This design comes from an exercise in tuning for small area on the open sky130 flow, not from production work.
Only simulation tests tie the RTL to the original design; equivalence was not proved.
Power figures rest on the tool's default switching activity, not on a simulated workload.

==> flow/design.v (outline; a module is shown in full before it is edited, if it fits) <==
// module usbf_crc16: 34 lines
// module usbf_sie_rx: 278 lines
// module usbf_sie_tx: 215 lines
// module usbf_device_core: 446 lines
// module usb_desc: 177 lines
// module usb_uvc_core: 659 lines
// module ulpi_wrapper: 288 lines
// module frame: 125 lines
// module usb_uvc_top: 172 lines
module usb_uvc_top
(
     input           clk_i
    ,input           rst_i
    ,input  [  7:0]  ulpi_data_out_i
    ,input           ulpi_dir_i
    ,input           ulpi_nxt_i
    ,output [  7:0]  ulpi_data_in_o
    ,output          ulpi_stp_o
    ,output          fifo_wr_en_o
    ,output [  7:0]  fifo_wr_data_o
    ,output          fifo_rd_en_o
    ,input  [  7:0]  fifo_rd_data_i
    ,input  [ 11:0]  fifo_wnum_i
    ,input           fifo_aempty_i
    ,input           fifo_afull_i
    ,input           fifo_empty_i
);
  // ...
==> flow/flow/run.sh <==
#!/bin/bash
# Layout flow: the standard flow (standard.sh) with two changes.
#  1. Synthesis is the standard flow's own script (synth_recipe.tcl, ORFS synth.tcl) except
#     that the ABC call maps the logic with an area-oriented script
#     (flow/abc.script) in place of ORFS's speed script. The registers are
#     mapped before ABC runs, so they are the standard synthesis's.
#  2. The port buffers are buf_1 cells.
# Each tool's output is in orfs/logs/ (per step) and standard.log (make).
set -euo pipefail
W=$(pwd)
F=$W/flow
sed "s#^source \$::env(SCRIPTS_DIR)/synth_preamble.tcl\$#&\nset abc_args [lreplace \$abc_args 1 1 $F/abc.script]#" \
    "$FLOW_HOME/scripts/synth.tcl" > "$W/synth_area.tcl"
grep -q "$F/abc.script" "$W/synth_area.tcl"
sed "s#source \$::env(SCRIPTS_DIR)/synth.tcl#source $W/synth_area.tcl#" synth_recipe.tcl > "$W/synth_recipe_area.tcl"
grep -q "synth_area.tcl" "$W/synth_recipe_area.tcl"
export BUFFER_PORTS_ARGS="-buffer_cell sky130_fd_sc_hd__buf_1"
bash standard.sh SYNTH_SCRIPT="$W/synth_recipe_area.tcl" finish > "$W/standard.log" 2>&1
==> flow/flow/abc.script <==
strash
&get -n
&deepsyn -T 60
&put
dch -f
amap
&get -n
&st
&dch
&nf -R 1000
&put
&get -n
&st
&dch -f
&nf -R 1000 -p
&put
topo
==> flow/standard.sh <==
#!/bin/bash
# synth_recipe.tcl (not shown) runs the flow's synth.tcl, then flattens the netlist and writes it again
# the make line also repeats each setting of config.mk as NAME=value (left out here)
make -C /OpenROAD-flow-scripts/flow DESIGN_CONFIG=/design/flow/config.mk WORK_HOME=/design/flow/orfs CLKGATE_MAP_FILE= SYNTH_SCRIPT=/design/flow/synth_recipe.tcl "${@:-finish}"
==> flow/config.mk <==
export PLATFORM = sky130hd
export DESIGN_NAME = usb_uvc_top
export DESIGN_NICKNAME = usb_uvc_top
export VERILOG_FILES = /design/flow/design.v
export SDC_FILE = /design/flow/constraint.sdc
export NUM_CORES = 4
export LEC_CHECK = 0
export CAP_MARGIN = 5
export CORE_MARGIN = 2
export CORE_UTILIZATION = 60
export CTS_BUF_LIST = sky130_fd_sc_hd__clkbuf_16
export CTS_CLUSTER_DIAMETER = 90
export CTS_CLUSTER_SIZE = 26
export SLEW_MARGIN = 5
==> flow/constraint.sdc <==
create_clock -name core_clock -period 10.0 [get_ports {clk_i}]
set_input_delay 2.0000 -clock core_clock [delete_from_list [all_inputs] [get_ports {clk_i}]]
set_output_delay 2.0000 -clock core_clock [all_outputs]
set_load 0.01 [all_outputs]
==> reports/metrics.cfg, run 1 <==
[floorplan]
start_util_pct = 60.5
tapCellCount = 518

[cells_and_area]
multi_input_cells = 1728
multi_input_area_share_pct = 42.5
largest_reg_flops = 64
design_area_um2 = 25000
syn_to_final_growth_pct = 7.31
clkbuf_count = 25
drive_above_1_share_pct = 2.21
final-clk-cell-share_pct = 2.97

[clocking]
clk_latency_ns = 0.59
cts_repair_resize_count = 0
cts_made_buffers = 24
cts_hold_buffers = 0

[sta]
worst_slack_ns = 4.89
setup_viol = 0
period_needed_ns = 5.11
finalHoldViolCount = 0
tightest_slew_ns = 1.12
drv_slew = 0

[setup_path]
critPathCapture = fifo_rd_en_o
crit_chain = clkinv_1, ha_1, nor2b_1, nand2_1, or3_1, o31ai_1, and2_0, buf_1
rr_worst_depth = 16
start_kind = flop
cp.arrival_ns = 3.11
worstReg2RegStart = u_usb_uvc_core.inport_cnt_q[0]$_DFFE_PP0P_

[route]
vias = 18500
viasPerCell = 6.32

[power]
p_comb_mw = 0.769
swShare_pct = 30.2
intPower_mw = 3.01
seq_power_share_pct = 56.3
pwr-share-comb_pct = 17.8

[logic_synthesis]
synth_compound_area_share_pct = 17.0
synth_most_common_cell = dfrtp_1
synth-main-ff-cell = dfrtp_1
synth_top_family_by_area = simple AND/OR/NAND/NOR gates
yosysTopAreaCellShare_pct = 32.5

[grt]
grt_overflow_total = 0
grt_util_met2_pct = 45.0

[placed_design]
dp_worst_setup_slack_ns = 5.06

[run_status]
status = no timing/DRC/antenna violations

==> run 2, diff against run 1 <==
--- a/flow/config.mk
+++ b/flow/config.mk
@@ -9,3 +9,3 @@
 export CORE_MARGIN = 2
-export CORE_UTILIZATION = 60
+export CORE_UTILIZATION = 78
 export CTS_BUF_LIST = sky130_fd_sc_hd__clkbuf_16
@@ -13,2 +13,3 @@
 export CTS_CLUSTER_SIZE = 26
+export PLACE_DENSITY = 0.9
 export SLEW_MARGIN = 5
==> run 2 against run 1 <==
Critical path depth is 1 higher; die area down 23%; combinational power fell by 6.9%; first-iteration DRC count rose by 84%; non-clock buffer count shrank 3; highest routed layer unchanged.
==> reports/metrics.cfg, run 2 <==
[floorplan]
die_area_um2 = 31200  ; was 40500 um2
num_io_pins = 54  ; unchanged
core-area_um2 = 29500  ; was 38600 um2
start_util_pct = 78.9  ; was 60.5%
die_w_um = 177  ; was 201 um
num_rows = 63  ; was 72
fp.dieH_um = 177  ; was 201 um

[job]
cap_viol_max_count = 0  ; unchanged

[grt]
grt_overflow_total = 0  ; unchanged
grt_pass1_vias = 19500  ; was 17700
grt_max_degree = 159  ; was 179
antenna_found_initial = 0  ; was 1
grt_use_total_pct = 41.0  ; was 28.9%
grt_pass1_wl_mm = 102  ; was 94.6 mm

[logic_synthesis]
async_flop_share_pct = 62.3  ; unchanged
yosysSeqAreaShare_pct = 53.4  ; was 53.3%
yosys_warnings = 9  ; unchanged
synth_most_common_cell = dfrtp_1  ; unchanged
yosys-top-cells-count = dfrtp_1, nor2_1, nand2_1  ; unchanged
yosysUniqueCellTypes = 65  ; was 63
syn_inst = 2305  ; was 2297
yosysTopAreaCellShare_pct = 32.6  ; was 32.5%
yosysTopAreaCell = dfrtp_1  ; unchanged
synth_area_um2 = 23200  ; was 23300 um2
synth-main-ff-cell = dfrtp_1  ; unchanged
synth-edff-count = 94  ; unchanged
avgSynthCellArea_um2 = 10.1  ; was 10.2 um2
synthTopCellsByArea = dfrtp_1, edfxtp_1, dfxtp_1, nor2_1, a21oi_1  ; was dfrtp_1, edfxtp_1, dfxtp_1, a21oi_1, nor2_1
synth.ff_latch_count = 496  ; unchanged

[cells_and_area]
largest_reg_flops = 64  ; unchanged
drive_above_1_share_pct = 1.87  ; was 2.21%
design_area_um2 = 24700  ; was 25000 um2
final_core_util_pct = 83.8  ; was 64.9%
fin_nets = 2488  ; was 2484
layout_commonest_cell = dfrtp_1  ; unchanged
syn_to_final_growth_pct = 6.24  ; was 7.31%
diodes = 0  ; was 1
final_cell_mix = dfrtp_1, nor2_1, nand2_1  ; unchanged
fillerInstances = 1522  ; was 3249

[power]
peakVddDrop_mv = 0.204  ; was 0.190 mV
power_density_nw_per_um2 = 170  ; was 172 nW/um2
finalPower_mw = 4.21  ; was 4.31 mW
power_switching_mw = 1.26  ; was 1.30 mW
intPower_mw = 2.94  ; was 3.01 mW
p_clk_share_pct = 25.6  ; was 25.9%
swShare_pct = 30.0  ; was 30.2%
pwr-share-comb_pct = 17.0  ; was 17.8%
p_leak_nw = 10.2  ; was 10.1 nW
seq_power_share_pct = 57.4  ; was 56.3%

[setup_path]
cp_num_cells = 9  ; was 8
rrSetupSlack_ns = 5.15  ; was 5.81 ns
worstReg2RegStart = u_usb_uvc_core.inport_cnt_q[6]$_DFFE_PP0P_  ; was u_usb_uvc_core.inport_cnt_q[0]$_DFFE_PP0P_
r2r_end = u_usb_uvc_core.u_core.u_sie_tx.crc_sum_q[0]$_SDFFE_PP1P_  ; unchanged
crit_type = reg -> out  ; unchanged
rr_worst_depth = 16  ; unchanged
cp_max_fo = 8  ; unchanged
path_common_cell = and2_0
path_delay_family = simple AND/OR/NAND/NOR gates  ; unchanged
cp.arrival_ns = 3.15  ; was 3.11 ns
crit_chain = clkinv_1, ha_1, nor2b_1, and2_0, o21ai_0, buf_4, o31ai_1, and2_0, buf_1  ; was clkinv_1, ha_1, nor2b_1, nand2_1, or3_1, o31ai_1, and2_0, buf_1
start_kind = flop  ; unchanged
required_ns = 8.00  ; about the same
endpoint_kind = output pin  ; unchanged
cp_slowest_stage_delay_ns = 0.45  ; was 0.56 ns
crit_buf_inv = 3  ; was 2
crit_slowest_cell = and2_0  ; was or3_1

[sta]
fin_worst_skew_ns = 0.0327  ; was 0.0250 ns
setup_viol = 0  ; unchanged
rsz0062_at_grt = false  ; unchanged
clock.fmax_mhz = 194  ; was 196 MHz
period_needed_ns = 5.15  ; was 5.11 ns
holdWs_ns = 0.335  ; was 0.336 ns
tightest_slew_ns = 1.07  ; was 1.12 ns
finalCritPeriodShare_pct = 51.5  ; was 51.1%
fin_tns_setup_ns = 0  ; unchanged
drv_slew = 0  ; unchanged
slew_headroom_pct = 28.3  ; was 24.9%
finalHoldViolCount = 0  ; unchanged

[worst_hold_path]
holdPathEnd = u_usb_uvc_core.u_core.u_sie_rx.rx_active_q[2]$_DFF_PP0_  ; was u_usb_uvc_core.u_core.sof_r2$_DFF_P_
hold_start = u_usb_uvc_core.u_core.u_sie_rx.rx_active_q[3]$_DFF_PP0_  ; was u_usb_uvc_core.u_core.sof_r1$_DFF_P_
hold_class = reg -> reg  ; unchanged
holdPathStages = 0  ; unchanged

[clocking]
cts_root_buffer = clkbuf_16  ; unchanged
clk_pin_slew_ns = 0.10  ; was 0.11 ns
post_cts_buffers = 0  ; unchanged
cts_made_buffers = 23  ; was 24
cts_hold_buffers = 0  ; unchanged
cts_repair_resize_count = 0  ; unchanged
cts.sinks = 496  ; unchanged
cts_tree = done  ; unchanged
clockBufferDepth = 3  ; unchanged
htreeDepth = 1  ; unchanged
clk_latency_ns = 0.58  ; was 0.59 ns

[route]
ant_nets = 0  ; unchanged
vias = 20100  ; was 18500
wire_per_inst_um = 22.8  ; was 20.0 um
drc = 0  ; unchanged
wirelength_mm = 63.6  ; was 58.5 mm
dr.pass1.iters = 12  ; was 6
top_layer = met4  ; unchanged
dr.first_iter.drc_count = 3161  ; was 1716
wl_met3_mm = 6.29  ; was 3.59 mm
dr_wl_met2_mm = 30.7  ; was 26.2 mm
met1_length_mm = 23.2  ; was 26.1 mm
viasPerCell = 7.19  ; was 6.32

[placed_design]
dp_hpwl_mm = 43.2  ; was 41.7 mm
dpl_cell_area_um2 = 24000  ; was 24300 um2
io_buffers = 49  ; unchanged
globalplace.congestion = 1.05  ; was 0.975

[run_status]
status = no timing/DRC/antenna violations  ; unchanged

## run 2: area by class of cell
type | instances | area [um2] | area share, %
Clock inverter | 17 | 85.1 | 0.344
Timing Repair Buffer | 60 | 279 | 1.13
Sequential cell | 496 | 12400 | 50.3
Tap cell | 390 | 488 | 1.98
Clock buffer | 24 | 601 | 2.43
Multi-Input combinational cell | 1739 | 10600 | 42.7
Inverter | 69 | 267 | 1.08
## run 2: cells by family after synthesis
group           synth area share, %
compound gates                 16.7
flops                          53.4
xor+xnor                       4.22
mux                            1.47
simple gates                   19.5
other cells                  0.0161
buf+inv                        1.21
fa+ha+maj                      3.44
## run 2: metrics by stage
stage,setup slack [ns],std cells
after floorplan,2.29,2307
after CTS,4.95,2795
after global routing,4.68,2795
after global placement,5.49,2754
after detailed placement,5.40,2754
final,4.85,2795
## run 2: power by group through the flow
stage               sequential [mW]  clock [mW]  combinational [mW]
floorplan                      2.39           0               0.515
global placement               2.43           0               0.638
detailed placement             2.44           0               0.688
CTS                            2.40        1.07               0.702
global route                   2.43        1.14               0.781
finish                         2.42        1.08               0.716
## run 2: per-layer routing
metal / vias to the layer above / GRT usage (%)
li1: 8655 / -
met1: 9541 / 54.4
met2: 1533 / 67.3
met3: 356 / 5.86
met4: 0 / 19.6
met5: - / 0
## run 2: worst max-delay path by stage
stage	to	from
2_1_floorplan	iso_pid_sel[0]$_DFFE_PP0P_	rst_i
3_3_place_gp	u_usb_phy.ulpi_data_q[0]$_DFFE_PP0P_	ulpi_dir_i
3_5_place_dp	u_usb_phy.ulpi_data_q[0]$_DFFE_PP0P_	ulpi_dir_i
4_1_cts	fifo_rd_en_o	u_usb_phy.tx_delay_q[0]$_DFFE_PP0P_
5_1_grt	fifo_rd_en_o	u_usb_phy.tx_delay_q[0]$_DFFE_PP0P_
6_report	fifo_rd_en_o	u_usb_phy.tx_delay_q[0]$_DFFE_PP0P_
==> run 3, diff against run 2 <==
==> flow/config.mk (replaced) <==
export PLATFORM = sky130hd
export DESIGN_NAME = usb_uvc_top
export DESIGN_NICKNAME = usb_uvc_top
export VERILOG_FILES = /design/flow/design.v
export SDC_FILE = /design/flow/constraint.sdc
export NUM_CORES = 4
export LEC_CHECK = 0
export CAP_MARGIN = 20
export CORE_MARGIN = 2
export CORE_UTILIZATION = 60
export CTS_BUF_LIST = sky130_fd_sc_hd__clkbuf_8
export CTS_CLUSTER_DIAMETER = 60
export CTS_CLUSTER_SIZE = 14
export SLEW_MARGIN = 20
==> run 3 against run 2 <==
Synthesized area up 0.36%; clock skew is 0.0030 ns higher; flip-flop and latch count unchanged; die area up 30%; count of clock-buffer cells in the layout increased by 24; still clean; register-to-register slack improved by 0.61 ns; hold slack better by 0.0029 ns; synthesized cell count is 0.35% lower; largest cell class unchanged; final cell count is 5.9% higher.
==> reports/metrics.cfg, run 3 <==
[floorplan]
num_rows = 72  ; was 63
fp.dieH_um = 201  ; was 177 um
die_w_um = 201  ; was 177 um
num_io_pins = 54  ; unchanged
start_util_pct = 60.5  ; was 78.9%
die_area_um2 = 40500  ; was 31200 um2
core-area_um2 = 38600  ; was 29500 um2

[logic_synthesis]
yosysUniqueCellTypes = 63  ; was 65
async_flop_share_pct = 62.3  ; unchanged
yosys_warnings = 9  ; unchanged
synth.ff_latch_count = 496  ; unchanged
yosysSeqAreaShare_pct = 53.3  ; was 53.4%
synth_most_common_cell = dfrtp_1  ; unchanged
syn_inst = 2297  ; was 2305
synth-main-ff-cell = dfrtp_1  ; unchanged
synth-edff-count = 94  ; unchanged
synth_area_um2 = 23300  ; was 23200 um2
yosysTopAreaCell = dfrtp_1  ; unchanged
yosysTopAreaCellShare_pct = 32.5  ; was 32.6%
yosys-top-cells-count = dfrtp_1, nor2_1, nand2_1  ; unchanged
avgSynthCellArea_um2 = 10.2  ; was 10.1 um2
synthTopCellsByArea = dfrtp_1, edfxtp_1, dfxtp_1, a21oi_1, nor2_1  ; was dfrtp_1, edfxtp_1, dfxtp_1, nor2_1, a21oi_1

[clocking]
cts.sinks = 496  ; unchanged
cts_tree = done  ; unchanged
clk_pin_slew_ns = 0.09  ; was 0.10 ns
clk_latency_ns = 0.66  ; was 0.58 ns
cts_root_buffer = clkbuf_8  ; was clkbuf_16
post_cts_buffers = 0  ; unchanged
clockBufferDepth = 3  ; unchanged
cts_made_buffers = 43  ; was 23
htreeDepth = 2  ; was 1
cts_hold_buffers = 0  ; unchanged
cts_repair_resize_count = 0  ; unchanged

[sta]
holdWs_ns = 0.338  ; was 0.335 ns
slew_headroom_pct = 27.4  ; was 28.3%
finalCritPeriodShare_pct = 51.4  ; was 51.5%
setup_viol = 0  ; unchanged
drv_slew = 0  ; unchanged
finalHoldViolCount = 0  ; unchanged
period_needed_ns = 5.14  ; was 5.15 ns
fin_worst_skew_ns = 0.0356  ; was 0.0327 ns
fin_tns_setup_ns = 0  ; unchanged
tightest_slew_ns = 1.08  ; was 1.07 ns
clock.fmax_mhz = 195  ; was 194 MHz
rsz0062_at_grt = false  ; unchanged

[route]
drc = 0  ; unchanged
vias = 18600  ; was 20100
wire_per_inst_um = 19.8  ; was 22.8 um
ant_nets = 0  ; unchanged
dr.pass1.iters = 6  ; was 12
viasPerCell = 6.29  ; was 7.19
wirelength_mm = 58.6  ; was 63.6 mm
dr.first_iter.drc_count = 1743  ; was 3161

[cells_and_area]
final_cell_mix = dfrtp_1, nor2_1, nand2_1  ; unchanged
syn_to_final_growth_pct = 7.73  ; was 6.24%
drive_above_1_share_pct = 3.36  ; was 1.87%
fin_nets = 2504  ; was 2488
final_cells = 2959  ; was 2795
largest_reg_flops = 64  ; unchanged
layout_commonest_cell = dfrtp_1  ; unchanged

[job]
cap_viol_max_count = 0  ; unchanged

[grt]
grt_use_total_pct = 29.2  ; was 41.0%
grt_pass1_wl_mm = 95.3  ; was 102 mm
grt_pass1_vias = 17900  ; was 19500
grt_max_degree = 179  ; was 159
antenna_found_initial = 0  ; unchanged
grt_overflow_total = 0  ; unchanged

[setup_path]
rr_worst_depth = 16  ; unchanged
required_ns = 8.00  ; about the same
r2r_end = u_usb_uvc_core.u_core.u_sie_tx.crc_sum_q[0]$_SDFFE_PP1P_  ; unchanged
endpoint_kind = output pin  ; unchanged
cp.arrival_ns = 3.14  ; was 3.15 ns
cp_max_fo = 8  ; unchanged
rrSetupSlack_ns = 5.76  ; was 5.15 ns
worstReg2RegStart = u_usb_uvc_core.inport_cnt_q[0]$_DFFE_PP0P_  ; was u_usb_uvc_core.inport_cnt_q[6]$_DFFE_PP0P_
start_kind = flop  ; unchanged
crit_type = reg -> out  ; unchanged

[run_status]
status = no timing/DRC/antenna violations  ; unchanged

[worst_hold_path]
holdPathStages = 0  ; unchanged
holdPathEnd = u_usb_uvc_core.u_core.sof_r2$_DFF_P_  ; was u_usb_uvc_core.u_core.u_sie_rx.rx_active_q[2]$_DFF_PP0_
hold_start = u_usb_uvc_core.u_core.sof_r1$_DFF_P_  ; was u_usb_uvc_core.u_core.u_sie_rx.rx_active_q[3]$_DFF_PP0_
hold_class = reg -> reg  ; unchanged

[placed_design]
io_buffers = 49  ; unchanged
dp_hpwl_mm = 41.8  ; was 43.2 mm
dp_cells = 2878  ; was 2754
globalplace.congestion = 0.975  ; was 1.05

[power]
power_density_nw_per_um2 = 173  ; was 170 nW/um2
p_leak_nw = 10.2  ; about the same
peakVddDrop_mv = 0.160  ; was 0.204 mV
finalPower_mw = 4.34  ; was 4.21 mW

run 3: cell types whose count changed after synthesis, moves of 8 or more:
cell / change
nand3_1: +10
nor2_1: -8
xnor2_1: +15
a21oi_1: +9
and3_1: -13
o21ai_0: -17
nand4_1: -8
and2_0: +22
nor2b_1: -20
nor3_1: -12
a31oi_1: +13
nand2_1: -14
run 3: cell families after synthesis:
group	synth area share (%)
xor gates and xnor gates	4.66
adders and majority gates	3.43
AOI/OAI and AO/OA	17.0
muxes	1.55
DFF	53.3
buffers and inverters	1.26
and+or+nand+nor	18.8
other	0.0161
run 3: through the flow:
step / util, % / worst slack (ns) / instance area (um2)
after CTS: 65.2 / 4.83 / 25100
after global placement: 63.0 / 5.12 / 24300
after floorplan: - / 2.29 / 23300
after global routing: 65.2 / 4.71 / 25100
after detailed placement: 63.0 / 5.53 / 24300
final: 65.2 / 4.86 / 25100
run 3: critical path, stage by stage, from the launching register on:
cell and delay, ns:
dfrtp_1 0.40, clkinv_1 0.07, ha_1 0.15, nor2b_1 0.27
nand2_1 0.28, or3_1 0.55, o31ai_1 0.43, and2_0 0.19
buf_1 0.15
run 3: where the power goes:
group	leakage (nW)	total (mW)	internal (mW)	switching, mW
Sequential	5.58	2.43	2.24	0.187
Combinational	4.12	0.764	0.304	0.459
Clock	0.507	1.15	0.474	0.679
Total	10.2	4.34	3.02	1.32
run 3: routing by layer:
metal / GRT usage, % / vias up / share of wire [%]
met3: 4.34 / 147 / 6.5
li1: - / 8726 / -
met2: 45.7 / 664 / 45
met4: 11.8 / 0 / 3.7
met5: 0 / - / 0
met1: 41.3 / 9065 / 44
run 3: area by class of cell:
class | count | area [um2]
diodes | 1 | 2.50
clock buffers | 48 | 661
clock inverters | 32 | 166
fillers | 3191 | 13400
inverters | 72 | 278
multi-input cells | 1728 | 10600
flip-flops and latches | 496 | 12400
well taps | 518 | 648
repair buffers | 64 | 317
run 3: how the worst max path moves through the flow:
stage	from	endpoint	slack, ns
after floorplan	rst_i	iso_pid_sel[0]$_DFFE_PP0P_	2.29
after global placement	fifo_empty_i	u_frame.col_q[0]$_DFFE_PP0P_	5.12
after detailed placement	u_usb_phy.tx_delay_q[0]$_DFFE_PP0P_	fifo_rd_en_o	5.53
after CTS	u_usb_phy.tx_delay_q[0]$_DFFE_PP0P_	fifo_rd_en_o	4.83
after global routing	u_usb_phy.tx_delay_q[0]$_DFFE_PP0P_	fifo_rd_en_o	4.71
final	u_usb_phy.tx_delay_q[0]$_DFFE_PP0P_	fifo_rd_en_o	4.86

## re-timing with driven ports
Ports are ideal in the flow. The routed layouts listed here were re-timed in OpenROAD.
Step 1 assumes that a clkbuf_16 drives the clock port and a buf_2 every other input.
Step 2 moves the port delays by t, midway between the first and last clock arrival at a register: inputs arrive t later, outputs are due t later. That takes back most of the time a late clock gives input paths.
Slacks: ideal / step 1 / step 2; pairs: ideal / step 1.
run | t, ns | setup WS [ns] | hold slack, ns | worst setup path after step 2 | worst data-port slew with drivers (ns)
run 1 | 0.627 | 4.890 / 4.835 / 5.100 | 0.336 / 0.336 / 0.336 | input to register | 0.04
run 2 | 0.611 | 4.849 / 4.796 / 5.152 | 0.335 / 0.335 / 0.335 | register to register | 0.06
run 3 | 0.694 | 4.865 / 4.812 / 5.506 | 0.338 / 0.338 / 0.338 | register to output | 0.04
After both steps setup and hold are still met in every run listed.
